From an optimization exercise on the open Yosys and OpenROAD flow, aimed at small area and a short achievable clock period; shortcuts taken in it are not production practice.
The RTL was checked by simulation tests, not by an equivalence proof against the original design.
Power figures rest on the tool's default switching activity, not on a simulated workload.

`config.mk`:
```
export PLATFORM = sky130hd
export DESIGN_NAME = rr_arbiter
export DESIGN_NICKNAME = rr_arbiter
export VERILOG_FILES = /design/flow/design.v
export SDC_FILE = /design/flow/constraint.sdc
export NUM_CORES = 4
export LEC_CHECK = 0
export CAP_MARGIN = 20
export CORE_MARGIN = 2
export CORE_UTILIZATION = 40
export SETUP_SLACK_MARGIN = 3.5
export SLEW_MARGIN = 20
```
`constraint.sdc`:
```
create_clock -name core_clock -period 8.0 [get_ports {clk}]
set_input_delay 1.6000 -clock core_clock [delete_from_list [all_inputs] [get_ports {clk}]]
set_output_delay 1.6000 -clock core_clock [all_outputs]
set_load 0.01 [all_outputs]
```
`flow/run.sh`:
```
#!/bin/bash
# The standard layout, with the port buffers made as plain buf_1 cells.
set -euo pipefail
export BUFFER_PORTS_ARGS="-buffer_cell sky130_fd_sc_hd__buf_1"
bash standard.sh > standard.log 2>&1
```
`standard.sh`:
```
#!/bin/bash
# synth_recipe.tcl (not shown) runs the flow's synth.tcl, then flattens the netlist and writes it again
# the make line also repeats each setting of config.mk as NAME=value (left out here)
make -C /OpenROAD-flow-scripts/flow DESIGN_CONFIG=/design/flow/config.mk WORK_HOME=/design/flow/orfs CLKGATE_MAP_FILE= SYNTH_SCRIPT=/design/flow/synth_recipe.tcl "${@:-finish}"
```
`design.v`:
```
module register
# (
    parameter LOGW = 6
)
(
    input                 clk,
    input                 rst,
    input                 ack,
    input                 any,
    input      [LOGW-1:0] idx,
    output reg            valid,
    output reg [LOGW-1:0] last
);
    always @ (posedge clk, negedge rst)
        if (~rst) begin
            valid <= 1'b0;
            last  <= {LOGW{1'b1}};
        end else if (ack) begin
            valid <= any;
            if (any)
                last <= idx;
        end
endmodule
module arbiter (req, last, any, idx);
input  [63:0] req;
input  [5:0] last;
output any;
output [5:0] idx;
wire va_1_0 = req[0] | req[1];
wire vm_1_0 = ~last[0] & req[1];
wire [0:0] ia_1_0 = ~req[0] & req[1];
wire [0:0] im_1_0 = ~last[0] & req[1];
wire va_1_1 = req[2] | req[3];
wire vm_1_1 = ~last[0] & req[3];
wire [0:0] ia_1_1 = ~req[2] & req[3];
wire [0:0] im_1_1 = ~last[0] & req[3];
wire va_1_2 = req[4] | req[5];
wire vm_1_2 = ~last[0] & req[5];
wire [0:0] ia_1_2 = ~req[4] & req[5];
wire [0:0] im_1_2 = ~last[0] & req[5];
wire va_1_3 = req[6] | req[7];
wire vm_1_3 = ~last[0] & req[7];
wire [0:0] ia_1_3 = ~req[6] & req[7];
wire [0:0] im_1_3 = ~last[0] & req[7];
wire va_1_4 = req[8] | req[9];
wire vm_1_4 = ~last[0] & req[9];
wire [0:0] ia_1_4 = ~req[8] & req[9];
wire [0:0] im_1_4 = ~last[0] & req[9];
wire va_1_5 = req[10] | req[11];
wire vm_1_5 = ~last[0] & req[11];
wire [0:0] ia_1_5 = ~req[10] & req[11];
wire [0:0] im_1_5 = ~last[0] & req[11];
wire va_1_6 = req[12] | req[13];
wire vm_1_6 = ~last[0] & req[13];
wire [0:0] ia_1_6 = ~req[12] & req[13];
wire [0:0] im_1_6 = ~last[0] & req[13];
wire va_1_7 = req[14] | req[15];
wire vm_1_7 = ~last[0] & req[15];
wire [0:0] ia_1_7 = ~req[14] & req[15];
wire [0:0] im_1_7 = ~last[0] & req[15];
wire va_1_8 = req[16] | req[17];
wire vm_1_8 = ~last[0] & req[17];
wire [0:0] ia_1_8 = ~req[16] & req[17];
wire [0:0] im_1_8 = ~last[0] & req[17];
wire va_1_9 = req[18] | req[19];
wire vm_1_9 = ~last[0] & req[19];
wire [0:0] ia_1_9 = ~req[18] & req[19];
wire [0:0] im_1_9 = ~last[0] & req[19];
wire va_1_10 = req[20] | req[21];
wire vm_1_10 = ~last[0] & req[21];
wire [0:0] ia_1_10 = ~req[20] & req[21];
wire [0:0] im_1_10 = ~last[0] & req[21];
wire va_1_11 = req[22] | req[23];
wire vm_1_11 = ~last[0] & req[23];
wire [0:0] ia_1_11 = ~req[22] & req[23];
wire [0:0] im_1_11 = ~last[0] & req[23];
wire va_1_12 = req[24] | req[25];
wire vm_1_12 = ~last[0] & req[25];
wire [0:0] ia_1_12 = ~req[24] & req[25];
wire [0:0] im_1_12 = ~last[0] & req[25];
wire va_1_13 = req[26] | req[27];
wire vm_1_13 = ~last[0] & req[27];
wire [0:0] ia_1_13 = ~req[26] & req[27];
wire [0:0] im_1_13 = ~last[0] & req[27];
wire va_1_14 = req[28] | req[29];
wire vm_1_14 = ~last[0] & req[29];
wire [0:0] ia_1_14 = ~req[28] & req[29];
wire [0:0] im_1_14 = ~last[0] & req[29];
wire va_1_15 = req[30] | req[31];
wire vm_1_15 = ~last[0] & req[31];
wire [0:0] ia_1_15 = ~req[30] & req[31];
wire [0:0] im_1_15 = ~last[0] & req[31];
wire va_1_16 = req[32] | req[33];
wire vm_1_16 = ~last[0] & req[33];
wire [0:0] ia_1_16 = ~req[32] & req[33];
wire [0:0] im_1_16 = ~last[0] & req[33];
wire va_1_17 = req[34] | req[35];
wire vm_1_17 = ~last[0] & req[35];
wire [0:0] ia_1_17 = ~req[34] & req[35];
wire [0:0] im_1_17 = ~last[0] & req[35];
wire va_1_18 = req[36] | req[37];
wire vm_1_18 = ~last[0] & req[37];
wire [0:0] ia_1_18 = ~req[36] & req[37];
wire [0:0] im_1_18 = ~last[0] & req[37];
wire va_1_19 = req[38] | req[39];
wire vm_1_19 = ~last[0] & req[39];
wire [0:0] ia_1_19 = ~req[38] & req[39];
wire [0:0] im_1_19 = ~last[0] & req[39];
wire va_1_20 = req[40] | req[41];
wire vm_1_20 = ~last[0] & req[41];
wire [0:0] ia_1_20 = ~req[40] & req[41];
wire [0:0] im_1_20 = ~last[0] & req[41];
wire va_1_21 = req[42] | req[43];
wire vm_1_21 = ~last[0] & req[43];
wire [0:0] ia_1_21 = ~req[42] & req[43];
wire [0:0] im_1_21 = ~last[0] & req[43];
wire va_1_22 = req[44] | req[45];
wire vm_1_22 = ~last[0] & req[45];
wire [0:0] ia_1_22 = ~req[44] & req[45];
wire [0:0] im_1_22 = ~last[0] & req[45];
wire va_1_23 = req[46] | req[47];
wire vm_1_23 = ~last[0] & req[47];
wire [0:0] ia_1_23 = ~req[46] & req[47];
wire [0:0] im_1_23 = ~last[0] & req[47];
wire va_1_24 = req[48] | req[49];
wire vm_1_24 = ~last[0] & req[49];
wire [0:0] ia_1_24 = ~req[48] & req[49];
wire [0:0] im_1_24 = ~last[0] & req[49];
wire va_1_25 = req[50] | req[51];
wire vm_1_25 = ~last[0] & req[51];
wire [0:0] ia_1_25 = ~req[50] & req[51];
wire [0:0] im_1_25 = ~last[0] & req[51];
wire va_1_26 = req[52] | req[53];
wire vm_1_26 = ~last[0] & req[53];
wire [0:0] ia_1_26 = ~req[52] & req[53];
wire [0:0] im_1_26 = ~last[0] & req[53];
wire va_1_27 = req[54] | req[55];
wire vm_1_27 = ~last[0] & req[55];
wire [0:0] ia_1_27 = ~req[54] & req[55];
wire [0:0] im_1_27 = ~last[0] & req[55];
wire va_1_28 = req[56] | req[57];
wire vm_1_28 = ~last[0] & req[57];
wire [0:0] ia_1_28 = ~req[56] & req[57];
wire [0:0] im_1_28 = ~last[0] & req[57];
wire va_1_29 = req[58] | req[59];
wire vm_1_29 = ~last[0] & req[59];
wire [0:0] ia_1_29 = ~req[58] & req[59];
wire [0:0] im_1_29 = ~last[0] & req[59];
wire va_1_30 = req[60] | req[61];
wire vm_1_30 = ~last[0] & req[61];
wire [0:0] ia_1_30 = ~req[60] & req[61];
wire [0:0] im_1_30 = ~last[0] & req[61];
wire va_1_31 = req[62] | req[63];
wire vm_1_31 = ~last[0] & req[63];
wire [0:0] ia_1_31 = ~req[62] & req[63];
wire [0:0] im_1_31 = ~last[0] & req[63];
wire va_2_0 = va_1_0 | va_1_1;
wire vm_2_0 = last[1] ? vm_1_1 : (vm_1_0 | va_1_1);
wire [1:0] ia_2_0 = {~va_1_0 & va_1_1, ia_1_0 | ({1{~va_1_0}} & ia_1_1)};
wire [1:0] im_2_0 = last[1] ? {vm_1_1, im_1_1} : {~vm_1_0 & va_1_1, im_1_0 | ({1{~vm_1_0}} & ia_1_1)};
wire va_2_1 = va_1_2 | va_1_3;
wire vm_2_1 = last[1] ? vm_1_3 : (vm_1_2 | va_1_3);
wire [1:0] ia_2_1 = {~va_1_2 & va_1_3, ia_1_2 | ({1{~va_1_2}} & ia_1_3)};
wire [1:0] im_2_1 = last[1] ? {vm_1_3, im_1_3} : {~vm_1_2 & va_1_3, im_1_2 | ({1{~vm_1_2}} & ia_1_3)};
wire va_2_2 = va_1_4 | va_1_5;
wire vm_2_2 = last[1] ? vm_1_5 : (vm_1_4 | va_1_5);
wire [1:0] ia_2_2 = {~va_1_4 & va_1_5, ia_1_4 | ({1{~va_1_4}} & ia_1_5)};
wire [1:0] im_2_2 = last[1] ? {vm_1_5, im_1_5} : {~vm_1_4 & va_1_5, im_1_4 | ({1{~vm_1_4}} & ia_1_5)};
wire va_2_3 = va_1_6 | va_1_7;
wire vm_2_3 = last[1] ? vm_1_7 : (vm_1_6 | va_1_7);
wire [1:0] ia_2_3 = {~va_1_6 & va_1_7, ia_1_6 | ({1{~va_1_6}} & ia_1_7)};
wire [1:0] im_2_3 = last[1] ? {vm_1_7, im_1_7} : {~vm_1_6 & va_1_7, im_1_6 | ({1{~vm_1_6}} & ia_1_7)};
wire va_2_4 = va_1_8 | va_1_9;
wire vm_2_4 = last[1] ? vm_1_9 : (vm_1_8 | va_1_9);
wire [1:0] ia_2_4 = {~va_1_8 & va_1_9, ia_1_8 | ({1{~va_1_8}} & ia_1_9)};
wire [1:0] im_2_4 = last[1] ? {vm_1_9, im_1_9} : {~vm_1_8 & va_1_9, im_1_8 | ({1{~vm_1_8}} & ia_1_9)};
wire va_2_5 = va_1_10 | va_1_11;
wire vm_2_5 = last[1] ? vm_1_11 : (vm_1_10 | va_1_11);
wire [1:0] ia_2_5 = {~va_1_10 & va_1_11, ia_1_10 | ({1{~va_1_10}} & ia_1_11)};
wire [1:0] im_2_5 = last[1] ? {vm_1_11, im_1_11} : {~vm_1_10 & va_1_11, im_1_10 | ({1{~vm_1_10}} & ia_1_11)};
wire va_2_6 = va_1_12 | va_1_13;
wire vm_2_6 = last[1] ? vm_1_13 : (vm_1_12 | va_1_13);
wire [1:0] ia_2_6 = {~va_1_12 & va_1_13, ia_1_12 | ({1{~va_1_12}} & ia_1_13)};
wire [1:0] im_2_6 = last[1] ? {vm_1_13, im_1_13} : {~vm_1_12 & va_1_13, im_1_12 | ({1{~vm_1_12}} & ia_1_13)};
wire va_2_7 = va_1_14 | va_1_15;
wire vm_2_7 = last[1] ? vm_1_15 : (vm_1_14 | va_1_15);
wire [1:0] ia_2_7 = {~va_1_14 & va_1_15, ia_1_14 | ({1{~va_1_14}} & ia_1_15)};
wire [1:0] im_2_7 = last[1] ? {vm_1_15, im_1_15} : {~vm_1_14 & va_1_15, im_1_14 | ({1{~vm_1_14}} & ia_1_15)};
wire va_2_8 = va_1_16 | va_1_17;
wire vm_2_8 = last[1] ? vm_1_17 : (vm_1_16 | va_1_17);
wire [1:0] ia_2_8 = {~va_1_16 & va_1_17, ia_1_16 | ({1{~va_1_16}} & ia_1_17)};
wire [1:0] im_2_8 = last[1] ? {vm_1_17, im_1_17} : {~vm_1_16 & va_1_17, im_1_16 | ({1{~vm_1_16}} & ia_1_17)};
wire va_2_9 = va_1_18 | va_1_19;
wire vm_2_9 = last[1] ? vm_1_19 : (vm_1_18 | va_1_19);
wire [1:0] ia_2_9 = {~va_1_18 & va_1_19, ia_1_18 | ({1{~va_1_18}} & ia_1_19)};
wire [1:0] im_2_9 = last[1] ? {vm_1_19, im_1_19} : {~vm_1_18 & va_1_19, im_1_18 | ({1{~vm_1_18}} & ia_1_19)};
wire va_2_10 = va_1_20 | va_1_21;
wire vm_2_10 = last[1] ? vm_1_21 : (vm_1_20 | va_1_21);
wire [1:0] ia_2_10 = {~va_1_20 & va_1_21, ia_1_20 | ({1{~va_1_20}} & ia_1_21)};
wire [1:0] im_2_10 = last[1] ? {vm_1_21, im_1_21} : {~vm_1_20 & va_1_21, im_1_20 | ({1{~vm_1_20}} & ia_1_21)};
wire va_2_11 = va_1_22 | va_1_23;
wire vm_2_11 = last[1] ? vm_1_23 : (vm_1_22 | va_1_23);
wire [1:0] ia_2_11 = {~va_1_22 & va_1_23, ia_1_22 | ({1{~va_1_22}} & ia_1_23)};
wire [1:0] im_2_11 = last[1] ? {vm_1_23, im_1_23} : {~vm_1_22 & va_1_23, im_1_22 | ({1{~vm_1_22}} & ia_1_23)};
wire va_2_12 = va_1_24 | va_1_25;
wire vm_2_12 = last[1] ? vm_1_25 : (vm_1_24 | va_1_25);
wire [1:0] ia_2_12 = {~va_1_24 & va_1_25, ia_1_24 | ({1{~va_1_24}} & ia_1_25)};
wire [1:0] im_2_12 = last[1] ? {vm_1_25, im_1_25} : {~vm_1_24 & va_1_25, im_1_24 | ({1{~vm_1_24}} & ia_1_25)};
wire va_2_13 = va_1_26 | va_1_27;
wire vm_2_13 = last[1] ? vm_1_27 : (vm_1_26 | va_1_27);
wire [1:0] ia_2_13 = {~va_1_26 & va_1_27, ia_1_26 | ({1{~va_1_26}} & ia_1_27)};
wire [1:0] im_2_13 = last[1] ? {vm_1_27, im_1_27} : {~vm_1_26 & va_1_27, im_1_26 | ({1{~vm_1_26}} & ia_1_27)};
wire va_2_14 = va_1_28 | va_1_29;
wire vm_2_14 = last[1] ? vm_1_29 : (vm_1_28 | va_1_29);
wire [1:0] ia_2_14 = {~va_1_28 & va_1_29, ia_1_28 | ({1{~va_1_28}} & ia_1_29)};
wire [1:0] im_2_14 = last[1] ? {vm_1_29, im_1_29} : {~vm_1_28 & va_1_29, im_1_28 | ({1{~vm_1_28}} & ia_1_29)};
wire va_2_15 = va_1_30 | va_1_31;
wire vm_2_15 = last[1] ? vm_1_31 : (vm_1_30 | va_1_31);
wire [1:0] ia_2_15 = {~va_1_30 & va_1_31, ia_1_30 | ({1{~va_1_30}} & ia_1_31)};
wire [1:0] im_2_15 = last[1] ? {vm_1_31, im_1_31} : {~vm_1_30 & va_1_31, im_1_30 | ({1{~vm_1_30}} & ia_1_31)};
wire va_3_0 = va_2_0 | va_2_1;
wire vm_3_0 = last[2] ? vm_2_1 : (vm_2_0 | va_2_1);
wire [2:0] ia_3_0 = {~va_2_0 & va_2_1, ia_2_0 | ({2{~va_2_0}} & ia_2_1)};
wire [2:0] im_3_0 = last[2] ? {vm_2_1, im_2_1} : {~vm_2_0 & va_2_1, im_2_0 | ({2{~vm_2_0}} & ia_2_1)};
wire va_3_1 = va_2_2 | va_2_3;
wire vm_3_1 = last[2] ? vm_2_3 : (vm_2_2 | va_2_3);
wire [2:0] ia_3_1 = {~va_2_2 & va_2_3, ia_2_2 | ({2{~va_2_2}} & ia_2_3)};
wire [2:0] im_3_1 = last[2] ? {vm_2_3, im_2_3} : {~vm_2_2 & va_2_3, im_2_2 | ({2{~vm_2_2}} & ia_2_3)};
wire va_3_2 = va_2_4 | va_2_5;
wire vm_3_2 = last[2] ? vm_2_5 : (vm_2_4 | va_2_5);
wire [2:0] ia_3_2 = {~va_2_4 & va_2_5, ia_2_4 | ({2{~va_2_4}} & ia_2_5)};
wire [2:0] im_3_2 = last[2] ? {vm_2_5, im_2_5} : {~vm_2_4 & va_2_5, im_2_4 | ({2{~vm_2_4}} & ia_2_5)};
wire va_3_3 = va_2_6 | va_2_7;
wire vm_3_3 = last[2] ? vm_2_7 : (vm_2_6 | va_2_7);
wire [2:0] ia_3_3 = {~va_2_6 & va_2_7, ia_2_6 | ({2{~va_2_6}} & ia_2_7)};
wire [2:0] im_3_3 = last[2] ? {vm_2_7, im_2_7} : {~vm_2_6 & va_2_7, im_2_6 | ({2{~vm_2_6}} & ia_2_7)};
wire va_3_4 = va_2_8 | va_2_9;
wire vm_3_4 = last[2] ? vm_2_9 : (vm_2_8 | va_2_9);
wire [2:0] ia_3_4 = {~va_2_8 & va_2_9, ia_2_8 | ({2{~va_2_8}} & ia_2_9)};
wire [2:0] im_3_4 = last[2] ? {vm_2_9, im_2_9} : {~vm_2_8 & va_2_9, im_2_8 | ({2{~vm_2_8}} & ia_2_9)};
wire va_3_5 = va_2_10 | va_2_11;
wire vm_3_5 = last[2] ? vm_2_11 : (vm_2_10 | va_2_11);
wire [2:0] ia_3_5 = {~va_2_10 & va_2_11, ia_2_10 | ({2{~va_2_10}} & ia_2_11)};
wire [2:0] im_3_5 = last[2] ? {vm_2_11, im_2_11} : {~vm_2_10 & va_2_11, im_2_10 | ({2{~vm_2_10}} & ia_2_11)};
wire va_3_6 = va_2_12 | va_2_13;
wire vm_3_6 = last[2] ? vm_2_13 : (vm_2_12 | va_2_13);
wire [2:0] ia_3_6 = {~va_2_12 & va_2_13, ia_2_12 | ({2{~va_2_12}} & ia_2_13)};
wire [2:0] im_3_6 = last[2] ? {vm_2_13, im_2_13} : {~vm_2_12 & va_2_13, im_2_12 | ({2{~vm_2_12}} & ia_2_13)};
wire va_3_7 = va_2_14 | va_2_15;
wire vm_3_7 = last[2] ? vm_2_15 : (vm_2_14 | va_2_15);
wire [2:0] ia_3_7 = {~va_2_14 & va_2_15, ia_2_14 | ({2{~va_2_14}} & ia_2_15)};
wire [2:0] im_3_7 = last[2] ? {vm_2_15, im_2_15} : {~vm_2_14 & va_2_15, im_2_14 | ({2{~vm_2_14}} & ia_2_15)};
wire va_4_0 = va_3_0 | va_3_1;
wire vm_4_0 = last[3] ? vm_3_1 : (vm_3_0 | va_3_1);
wire [3:0] ia_4_0 = {~va_3_0 & va_3_1, ia_3_0 | ({3{~va_3_0}} & ia_3_1)};
wire [3:0] im_4_0 = last[3] ? {vm_3_1, im_3_1} : {~vm_3_0 & va_3_1, im_3_0 | ({3{~vm_3_0}} & ia_3_1)};
wire va_4_1 = va_3_2 | va_3_3;
wire vm_4_1 = last[3] ? vm_3_3 : (vm_3_2 | va_3_3);
wire [3:0] ia_4_1 = {~va_3_2 & va_3_3, ia_3_2 | ({3{~va_3_2}} & ia_3_3)};
wire [3:0] im_4_1 = last[3] ? {vm_3_3, im_3_3} : {~vm_3_2 & va_3_3, im_3_2 | ({3{~vm_3_2}} & ia_3_3)};
wire va_4_2 = va_3_4 | va_3_5;
wire vm_4_2 = last[3] ? vm_3_5 : (vm_3_4 | va_3_5);
wire [3:0] ia_4_2 = {~va_3_4 & va_3_5, ia_3_4 | ({3{~va_3_4}} & ia_3_5)};
wire [3:0] im_4_2 = last[3] ? {vm_3_5, im_3_5} : {~vm_3_4 & va_3_5, im_3_4 | ({3{~vm_3_4}} & ia_3_5)};
wire va_4_3 = va_3_6 | va_3_7;
wire vm_4_3 = last[3] ? vm_3_7 : (vm_3_6 | va_3_7);
wire [3:0] ia_4_3 = {~va_3_6 & va_3_7, ia_3_6 | ({3{~va_3_6}} & ia_3_7)};
wire [3:0] im_4_3 = last[3] ? {vm_3_7, im_3_7} : {~vm_3_6 & va_3_7, im_3_6 | ({3{~vm_3_6}} & ia_3_7)};
wire va_5_0 = va_4_0 | va_4_1;
wire vm_5_0 = last[4] ? vm_4_1 : (vm_4_0 | va_4_1);
wire [4:0] ia_5_0 = {~va_4_0 & va_4_1, ia_4_0 | ({4{~va_4_0}} & ia_4_1)};
wire [4:0] im_5_0 = last[4] ? {vm_4_1, im_4_1} : {~vm_4_0 & va_4_1, im_4_0 | ({4{~vm_4_0}} & ia_4_1)};
wire va_5_1 = va_4_2 | va_4_3;
wire vm_5_1 = last[4] ? vm_4_3 : (vm_4_2 | va_4_3);
wire [4:0] ia_5_1 = {~va_4_2 & va_4_3, ia_4_2 | ({4{~va_4_2}} & ia_4_3)};
wire [4:0] im_5_1 = last[4] ? {vm_4_3, im_4_3} : {~vm_4_2 & va_4_3, im_4_2 | ({4{~vm_4_2}} & ia_4_3)};
wire va_6_0 = va_5_0 | va_5_1;
wire vm_6_0 = last[5] ? vm_5_1 : (vm_5_0 | va_5_1);
wire [5:0] ia_6_0 = {~va_5_0 & va_5_1, ia_5_0 | ({5{~va_5_0}} & ia_5_1)};
wire [5:0] im_6_0 = last[5] ? {vm_5_1, im_5_1} : {~vm_5_0 & va_5_1, im_5_0 | ({5{~vm_5_0}} & ia_5_1)};
assign any = va_6_0;
assign idx = im_6_0 | ({6{~vm_6_0}} & ia_6_0);
endmodule
module decoder
# (
    parameter WIDTH = 64,
    parameter LOGW = 6
)
(
    input              valid,
    input  [LOGW-1:0]  in,
    output [WIDTH-1:0] out
);
    genvar i;
    generate
        for (i = 0; i < WIDTH; i = i + 1) begin : dec
            assign out[i] = valid & (in == i);
        end
    endgenerate
endmodule
module rr_arbiter(clk, resetb, ack, request, grant);
	parameter integer WIDTH = 64;
	localparam integer LOGW = 6;
	input clk, resetb, ack;
	input [WIDTH - 1:0] request;
	output [WIDTH - 1:0] grant;
	wire            valid;
	wire [LOGW-1:0] last;
	wire            any;
	wire [LOGW-1:0] idx;
	arbiter arbiter(.req(request), .last(last), .any(any), .idx(idx));
	register #(.LOGW(LOGW)) state(.clk(clk), .rst(resetb), .ack(ack), .any(any), .idx(idx), .valid(valid), .last(last));
	decoder #(.WIDTH(WIDTH), .LOGW(LOGW)) final_decoder(.valid(valid), .in(last), .out(grant));
endmodule
```
==> results of run 1 <==
-- registers in the layout, indices dropped and copies added, names as in the netlist --
| register | count |
|---|---|
| state.valid | 1 |
| state.last | 6 |
-- how the worst min path moves through the flow --
stage	endpoint	depth (start not counted)	slack [ns]	start
2_1_floorplan	state.valid	1	0.53	state.valid
3_3_place_gp	state.valid	1	0.55	state.valid
3_5_place_dp	state.valid	1	0.56	state.valid
4_1_cts	state.valid	1	0.57	state.valid
5_1_grt	state.valid	1	0.61	state.valid
6_report	state.valid	1	0.57	state.valid
-- per-layer routing --
| layer | vias to the layer above | share of wire (%) |
|---|---|---|
| met2 | 269 | 48 |
| li1 | 2508 | - |
| met3 | 30 | 8.0 |
| met5 | - | 0 |
| met4 | 0 | 1.6 |
| met1 | 2376 | 43 |
-- synth_stat cells, types with 4 or more instances --
cell / instances
nand2b_1: 14
o211ai_1: 6
a2111oi_0: 6
buf_2: 12
nor2b_1: 15
a221oi_1: 6
a21oi_1: 66
buf_1: 4
nand3_1: 17
buf_6: 5
o31ai_1: 7
o21a_1: 5
inv_1: 23
o21ai_1: 5
or4_1: 5
o21bai_1: 7
a211oi_1: 5
o22ai_1: 10
a31oi_1: 12
nor4_1: 13
o2bb2ai_1: 5
nor2_1: 141
or4_4: 4
nand2_1: 43
o221ai_1: 9
nor3_1: 23
dfstp_2: 6
a21o_1: 5
clkbuf_1: 15
o21ai_0: 31
-- layout make-up --
class / instances / area share, %
sequential: 7 / 4.50
multi-input combinational: 536 / 76.4
inverter: 26 / 2.39
clock buffer: 4 / 1.09
tap: 108 / 3.26
timing repair buffer: 133 / 12.3
-- kinds of logic after synthesis --
logic type | count (synthesis) | synth area share (%)
compound gates | 236 | 46.0
flops | 7 | 5.01
buf+inv | 64 | 8.23
simple gates | 296 | 39.6
mux | 4 | 1.17
-- layout by cell type, fill, tap and decap left out, types with 4 or more instances in the layout --
cell / n
o2bb2ai_1: 5
nor4_1: 13
o22ai_1: 10
nand2b_1: 14
nor2b_1: 15
o211ai_1: 6
o21ai_1: 5
a211oi_1: 5
o21ai_0: 31
o21a_1: 5
o31ai_1: 7
o21bai_1: 7
inv_1: 23
a31oi_1: 12
nor2_1: 140
a2111oi_0: 6
nand3_1: 17
nor3_1: 23
a21o_1: 5
dfstp_2: 5
o221ai_1: 9
buf_1: 130
a21oi_1: 66
or4_4: 4
nand2_1: 43
or4_1: 5
a221oi_1: 6
-- metrics by stage --
step           utilization (%)  hold WS [ns]  setup slack [ns]
3_3_place_gp              46.7         0.553              3.55
4_1_cts                   47.2         0.569              3.56
3_5_place_dp              46.7         0.561              3.50
2_1_floorplan                -         0.527              4.65
5_1_grt                   47.3         0.606              3.53
6_report                  47.3         0.566              3.67
-- worst max-delay path: stages (launching register included) --
cell,delay (ns)
dfstp_2,0.96
clkinv_1,0.52
nor2_2,0.44
nand3_1,0.21
nor2_1,0.17
buf_1,0.18
-- report_power, final --
group	total (mW)	switching, mW	internal [mW]	leakage, nW
Clock	0.0489	0.0145	0.0344	0.0228
Sequential	0.178	0.111	0.0669	0.0743
Combinational	0.933	0.599	0.334	1.17
==> flow_summary_export.csv, run 1 <==
group,metric,value,unit
cts,cts_hold_buf,0,
critical_path,reg2reg_slack,4.76,ns
layout,syn2layout_area_growth,13.6,%
placed_design,dpl_cell_area,4090,sq um
critical_path,worstPathArrival,2.73,ns
yosys,synth_top_area_share,14.5,%
sta,tightest_slew,0.913,ns
yosys,dominantRegCellSynth,"dfstp_2",
grt,grt_use_met1,35.2,%
critical_path,reg2reg_depth,8,
grt,gr-usage-met3,2.67,%
critical_path,crit-reg2reg-launch,"state.last[3]",
critical_path,timing.rr.end,"state.last[4]",
yosys,netlist.top_cell.by_area,"nor2_1",
route,dr.pass1.iters,5,
critical_path,critical_path_class,"reg -> out",
critical_path,critPathCaptureType,"output pin",
cts,cts_buffers,3,
yosys,syn_area_per_cell,6.01,sq um
sta,hold_viol_final,0,
die,dieArea,9900,sq um
cts,cts_setup_buffers,0,
sta,maxSlewViolCount,0,
cts,cts_max_level,1,
cts,cts_max_path_buffers,2,
die,ioPinCount,131,
critical_path,worstSetupEndpoint,"grant[59]",
sta,setup_viol,0,
die,die_x,99.5,um
grt,antenna_found_initial,0,
layout,drive_gt1_share,6.80,%
critical_path,critPathLaunchType,"register",
sta,fin_skew,0.00196,ns
placed_design,numPlacedInstances,810,
critical_path,cp-startpoint,"state.last[3]",
yosys,yosys_warnings,1,
route,routed_wl,13800,um
yosys,netlist_area,3650,sq um
route,drt_iter0_drc,436,
grt,grtUsageMet2,45.7,%
hold_path,hold_class,"reg -> reg",
yosys,ys_top_cells_by_area,"nor2_1 (15%), a21oi_1 (9.1%), nand2_1 (4.4%)",
grt,top_usage_layer,"met2",
die,num_rows,34,
cts,clk_pin_slew,0.04,ns
layout,diodes,0,
layout,fillers,939,
cts,post_cts_resized,1,
cts,clk_latency,0.23,ns
layout,multi_input_area,3170,sq um
critical_path,cp.required,6.40,ns
layout,area.sequential,186,sq um
pwr,p_leak,1.27,nW
grt,grt_usage,26.3,%
grt,grt_pass1_vias,4509,
layout,nets,774,
die,die-height,99.5,um
pwr,peakVddDrop,0.191,mV
layout,finalInstanceArea,4140,sq um
cts,root_buffer,"clkbuf_8",
sta,fin_crit,4.33,ns
critical_path,crit_path_max_fanout,34,
yosys,synth-seq-cells,7,
yosys,synth_edf_count,0,
route,vias_per_cell,6.37,
yosys,syn_nets,674,
job,cap_violations,0,
die,fp.coreArea,8760,sq um
yosys,netlist_instances,607,
yosys,yosysUniqueCellTypes,80,
sta,finalCritPeriodShare,54.2,%
route,drc_errors,0,
pwr,fin_total_pwr,1.16,mW
route,post_drt_wl_per_cell,17.0,um
sta,tns,0,ns
die,initial_utilization,41.6,%
grt,grt_max_degree,52,
route,drtAntennaViolNets,0,
sta,max_freq,231,MHz
sta,relSlewSlack,38.9,%
cts,clock-sinks,7,
placed_design,gp_congestion,0.968,
sta,rsz0062_at_grt,"no",
grt,grt_pass1_wl,21800,um
placed_design,dpl.hpwl,10400,um
pwr,power_density,280,nW/um^2
grt,overflow,0,
cts,cts_tree,"done",
placed_design,io_buffers,130,
yosys,seq_area_frac_synth,5.01,%
yosys,async_flop_share,100,%
outcome,status,"complete, no violations",
route,num_vias,5183,
layout,instances_no_fill,814,
==> inputs of run 2 (changes only) <==
--- a/config.mk
+++ b/config.mk
@@ -8,5 +8,4 @@
 export CAP_MARGIN = 20
 export CORE_MARGIN = 2
 export CORE_UTILIZATION = 40
-export SETUP_SLACK_MARGIN = 3.5
 export SLEW_MARGIN = 20
==> flow_summary_export.csv, run 2 <==
group,metric,value,unit
cts,clk_latency,0.23,ns
cts,cts_setup_buffers,0,
layout,largest_reg_flops,6,
die,die_x,99.5,um
placed_design,dpl_cell_area,4090,sq um
sta,fin_crit,4.81,ns
route,drtAntennaViolNets,0,
grt,grt_pass1_vias,4509,
yosys,synth_top_area_share,14.5,%
cts,cts_tree,"done",
die,die-height,99.5,um
route,dr.pass1.iters,6,
cts,clk_pin_slew,0.04,ns
pwr,peakVddDrop,0.191,mV
sta,fin_skew,0.00162,ns
route,vias_per_cell,6.31,
critical_path,cp.required,6.40,ns
cts,cts_hold_buf,0,
sta,tightest_slew,0.895,ns
sta,relSlewSlack,40.1,%
yosys,yosysMostFrequentCell,"nor2_1",
layout,final_cell_mix,"nor2_1 (141), buf_1 (130), a21oi_1 (66)",
grt,grt_usage,26.3,%
yosys,async_flop_share,100,%
critical_path,critical_path_class,"reg -> out",
pwr,p_leak,1.26,nW
sta,maxSlewViolCount,0,
pwr,fin_total_pwr,1.16,mW
yosys,seq_area_frac_synth,5.01,%
placed_design,gp_congestion,0.968,
yosys,syn_area_per_cell,6.01,sq um
yosys,syn_nets,674,
grt,overflow,0,
yosys,netlist_instances,607,
critical_path,worstPathArrival,3.21,ns
layout,largest-register,"state.last",
job,cap_violations,0,
sta,rsz0062_at_grt,"no",
sta,hold_viol_final,0,
route,drc_errors,0,
cts,clock-sinks,7,
sta,tns,0,ns
pwr,power_density,279,nW/um^2
grt,grt_max_degree,52,
cts,root_buffer,"clkbuf_8",
sta,setup_viol,0,
die,ioPinCount,131,
yosys,dominantRegCellSynth,"dfstp_2",
sta,finalCritPeriodShare,60.1,%
layout,nets,774,
die,num_rows,34,
route,routed_wl,13900,um
hold_path,hold_class,"reg -> reg",
outcome,status,"complete, no violations",
layout,drive_gt1_share,6.52,%
yosys,yosys-top-cells-count,"nor2_1 (141), a21oi_1 (66), nand2_1 (43)",
critical_path,crit_path_max_fanout,41,
layout,diodes,0,
route,post_drt_wl_per_cell,17.0,um
yosys,yosys_warnings,1,
yosys,synth_edf_count,0,
grt,antenna_found_initial,0,
sta,max_freq,208,MHz
route,num_vias,5137,
die,initial_utilization,41.6,%
layout,finalInstanceArea,4140,sq um
critical_path,critPathCaptureType,"output pin",
critical_path,reg2reg_slack,4.29,ns
layout,final_common_cell,"nor2_1",
cts,cts_max_level,1,
route,drt_iter0_drc,467,
yosys,netlist.top_cell.by_area,"nor2_1",
layout,syn2layout_area_growth,13.4,%
cts,cts_buffers,3,
cts,post_cts_resized,0,
layout,fillers,936,
yosys,netlist_area,3650,sq um
yosys,ys_top_cells_by_area,"nor2_1 (15%), a21oi_1 (9.1%), nand2_1 (4.4%)",
layout,top_regs,"state.last x6, state.valid x1",
critical_path,critPathLaunchType,"register",
grt,grt_pass1_wl,21800,um
cts,cts_max_path_buffers,2,
placed_design,io_buffers,130,
yosys,yosysUniqueCellTypes,80,
die,fp.coreArea,8760,sq um
yosys,synth-seq-cells,7,
placed_design,dpl.hpwl,10400,um
die,dieArea,9900,sq um
==> run 2: cell count changes in the layout (fill, tap and decap cells not counted) <==
cell	change
nor2_1	+1
dfstp_2	+1
clkinv_1	+1
nor2_2	-1
clkinv_2	-1
dfstp_4	-1
==> run 2: power breakdown <==
part / internal, mW / switching [mW] / total (mW)
clock network: 0.0344 / 0.0148 / 0.0492
registers: 0.0650 / 0.110 / 0.175
logic: 0.334 / 0.598 / 0.932
==> run 2: area by class of cell <==
class	count	area (sq um)	share of cell area (%)
multi-input cells	536	3170	76.5
repair buffers	133	510	12.3
flip-flops and latches	7	183	4.42
well taps	108	135	3.27
inverters	26	97.6	2.36
clock buffers	4	45.0	1.09
==> run 2: stage by stage <==
step / setup WS, ns / instances / hold WS, ns / util [%]
floorplan: 4.65 / 607 / 0.527 / -
global placement: 3.55 / 810 / 0.553 / 46.7
detailed placement: 3.50 / 810 / 0.561 / 46.7
CTS: 3.25 / 814 / 0.569 / 47.2
global route: 2.87 / 814 / 0.606 / 47.2
finish: 3.19 / 814 / 0.565 / 47.2
==> run 2: cells by family (layout without fill, tap and decap cells) <==
family	count (synthesis)	in the layout	share of synthesized area, %
flops	7	7	5.01
simple gates	296	296	39.6
compound gates	236	236	46.0
mux	4	4	1.17
buf+inv	64	163	8.23
==> run 2: worst paths after layout <==
kind	start	cells past startpoint	to
min in group asynchronous	resetb	1	state.valid
max	state.last[0]	5	grant[13]
min	state.valid	1	state.valid
max reg2reg	state.last[0]	8	state.last[1]
max in group asynchronous	resetb	1	state.last[5]
min reg2reg	state.valid	1	state.valid
==> run 2: worst max-delay path, cell delays in order (launching register included) <==
cell      delay [ns]
dfstp_2         1.06
clkinv_1        0.91
nor2_1          0.46
nand3_1         0.20
nor2_1          0.15
buf_1           0.18
==> run 2: routing by layer <==
| layer | track usage, % | part of all wire (%) | up-vias | routed length [um] |
|---|---|---|---|---|
| met1 | 35.2 | 43 | 2367 | 6010 |
| met3 | 2.67 | 7.1 | 25 | 987 |
| met4 | 5.90 | 1.6 | 0 | 227 |
| met2 | 45.7 | 48 | 245 | 6630 |
| li1 | - | - | 2500 | - |
| met5 | 0 | 0 | - | 0 |
==> inputs of run 3 (changes only) <==
==> run.sh (new file) <==
#!/bin/bash
# synth_recipe.tcl (not shown) runs the flow's synth.tcl, then flattens the netlist and writes it again
# the make line also repeats each setting of config.mk as NAME=value (left out here)
make -C /OpenROAD-flow-scripts/flow DESIGN_CONFIG=/design/flow/config.mk WORK_HOME=/design/flow/orfs CLKGATE_MAP_FILE= SYNTH_SCRIPT=/design/flow/synth_recipe.tcl finish
removed: flow/run.sh
removed: standard.sh
==> flow_summary_export.csv, run 3 <==
group,metric,value,unit
outcome,status,"complete, no violations",
layout,syn2layout_area_growth,35.7,%
layout,top_regs,"state.last x6, state.valid x1",
critical_path,reg2reg_slack,4.28,ns
die,num_rows,34,
yosys,yosysMostFrequentCell,"nor2_1",
yosys,yosys_warnings,1,
critical_path,crit_path_max_fanout,41,
sta,tns,0,ns
layout,largest-register,"state.last",
sta,setup_viol,0,
cts,post_cts_resized,0,
layout,nets,774,
placed_design,dpl.hpwl,11100,um
sta,whs,0.568,ns
route,drc_errors,0,
die,fp.coreArea,8760,sq um
route,drtAntennaViolNets,0,
sta,fin_crit,5.27,ns
grt,antenna_found_initial,0,
layout,fillers,878,
grt,grt_pass1_wl,23700,um
critical_path,critical_path_class,"reg -> out",
critical_path,critPathCaptureType,"output pin",
route,vias_per_cell,6.28,
cts,cts_max_level,1,
yosys,synth_edf_count,0,
cts,cts_hold_buf,0,
yosys,seq_area_frac_synth,5.01,%
yosys,async_flop_share,100,%
layout,final_common_cell,"nor2_1",
die,initial_utilization,41.6,%
sta,maxSlewViolCount,0,
sta,rsz0062_at_grt,"no",
critical_path,worstPathArrival,3.67,ns
die,die-height,99.5,um
placed_design,dpl_worst_slack,3.04,ns
die,die_x,99.5,um
layout,multi_input_area,3170,sq um
hold_path,hold_class,"reg -> reg",
route,drt_iter0_drc,482,
sta,hold_viol_final,0,
layout,diodes,0,
cts,cts_setup_buffers,0,
sta,relSlewSlack,39.9,%
route,post_drt_wl_per_cell,18.2,um
route,num_vias,5113,
yosys,ys_top_cells_by_area,"nor2_1 (15%), a21oi_1 (9.1%), nand2_1 (4.4%)",
cts,root_buffer,"clkbuf_8",
yosys,syn_nets,674,
layout,drive_gt1_share,6.52,%
placed_design,io_buffers,130,
yosys,yosys-top-cells-count,"nor2_1 (141), a21oi_1 (66), nand2_1 (43)",
sta,fin_skew,0.00124,ns
pwr,p_leak,1.59,nW
cts,clock-sinks,7,
job,cap_violations,0,
grt,grt_max_degree,56,
sta,tightest_slew,0.894,ns
grt,grt_usage,28.6,%
route,routed_wl,14800,um
sta,max_freq,190,MHz
yosys,netlist_instances,607,
layout,final_cell_mix,"nor2_1 (141), clkdlybuf4s50_1 (130), a21oi_1 (66)",
sta,worst_slack,2.73,ns
cts,cts_tree,"done",
yosys,yosysUniqueCellTypes,80,
route,dr.pass1.iters,7,
die,dieArea,9900,sq um
grt,overflow,0,
sta,finalCritPeriodShare,65.8,%
yosys,syn_area_per_cell,6.01,sq um
yosys,synth_top_area_share,14.5,%
yosys,dominantRegCellSynth,"dfstp_2",
pwr,peakVddDrop,0.179,mV
yosys,netlist_area,3650,sq um
cts,clk_latency,0.23,ns
critical_path,critPathLaunchType,"register",
grt,grt_pass1_vias,4757,
yosys,synth-seq-cells,7,
layout,largest_reg_flops,6,
placed_design,gp_congestion,0.910,
pwr,power_density,245,nW/um^2
cts,cts_max_path_buffers,2,
critical_path,cp.required,6.40,ns
die,ioPinCount,131,
cts,clk_pin_slew,0.04,ns
layout,area.sequential,183,sq um
yosys,netlist.top_cell.by_area,"nor2_1",
cts,cts_buffers,3,
run 3: cells by family after synthesis:
kind of cell / count (synthesis) / synth area share (%)
flops: 7 / 5.01
mux: 4 / 1.17
buf+inv: 64 / 8.23
simple gates: 296 / 39.6
compound gates: 236 / 46.0
run 3: power breakdown:
group	switching [mW]	total, mW	internal (mW)
combinational	0.614	0.992	0.379
sequential	0.106	0.171	0.0649
clock	0.0147	0.0491	0.0344
run 3: path summary, 6_finish.rpt:
path                                    start  cells after the start            end
worst min-delay path              state.valid                      1    state.valid
worst max register to register  state.last[0]                      8  state.last[1]
min in group asynchronous              resetb                      1    state.valid
worst max-delay path            state.last[0]                      5      grant[33]
max in group asynchronous              resetb                      1  state.last[4]
worst min register to register    state.valid                      1    state.valid
run 3: cell type report:
class                      count  area share (%)
clock buffer                   4           0.910
timing repair buffer         133            26.7
tap                          108            2.73
inverter                      26            1.97
sequential                     7            3.69
multi-input combinational    536            64.0
run 3: worst max-delay path, cell delays in order, from the launching register on:
cell	delay [ns]
dfstp_2	1.07
clkinv_1	0.94
nor2_1	0.49
nand2_1	0.18
nor2_1	0.17
clkdlybuf4s50_1	0.57
run 3: stage by stage:
step	power (mW)	instance area (sq um)	util, %	cells
after floorplan	0.865	3650	-	607
after global placement	1.13	4900	56.0	810
after detailed placement	1.14	4900	56.0	810
after CTS	1.19	4950	56.5	814
after global routing	1.32	4950	56.5	814
final	1.21	4950	56.5	814
run 3: metal layers:
layer | global-route usage, % | share of wire, % | vias up
li1 | - | - | 2495
met1 | 39.2 | 45 | 2374
met2 | 47.5 | 47 | 218
met3 | 3.30 | 5.9 | 26
met4 | 7.59 | 2.2 | 0
met5 | 0 | 0 | -

## separate check: timing with driven ports
The results above use ideal ports. As a check the final layouts listed here were re-extracted and re-timed, cells and wires unchanged.
Step 1 (the two cells are an assumption about what drives the block):
set clk [get_ports {clk}]
set_driving_cell -lib_cell sky130_fd_sc_hd__clkbuf_16 $clk
set_driving_cell -lib_cell sky130_fd_sc_hd__buf_2 [delete_from_list [all_inputs] $clk]
Step 2 also shifts input and output timing later by t, the mid clock arrival at the registers, as if the neighbouring blocks saw the same clock.
a / b / c = no drivers / after step 1 / after step 2; a / b = the first two.
| run | t, ns | setup slack, ns | worst setup path at the end | clock arrival spread, ns |
|---|---|---|---|---|
| run 1 | 0.248 | 3.667 / 3.643 / 3.891 | register to output | 0.002 / 0.002 |
| run 2 | 0.249 | 3.195 / 3.171 / 3.420 | register to output | 0.001 / 0.002 |
| run 3 | 0.249 | 2.733 / 2.708 / 2.957 | register to output | 0.001 / 0.001 |
After both steps setup and hold are still met in every run listed.
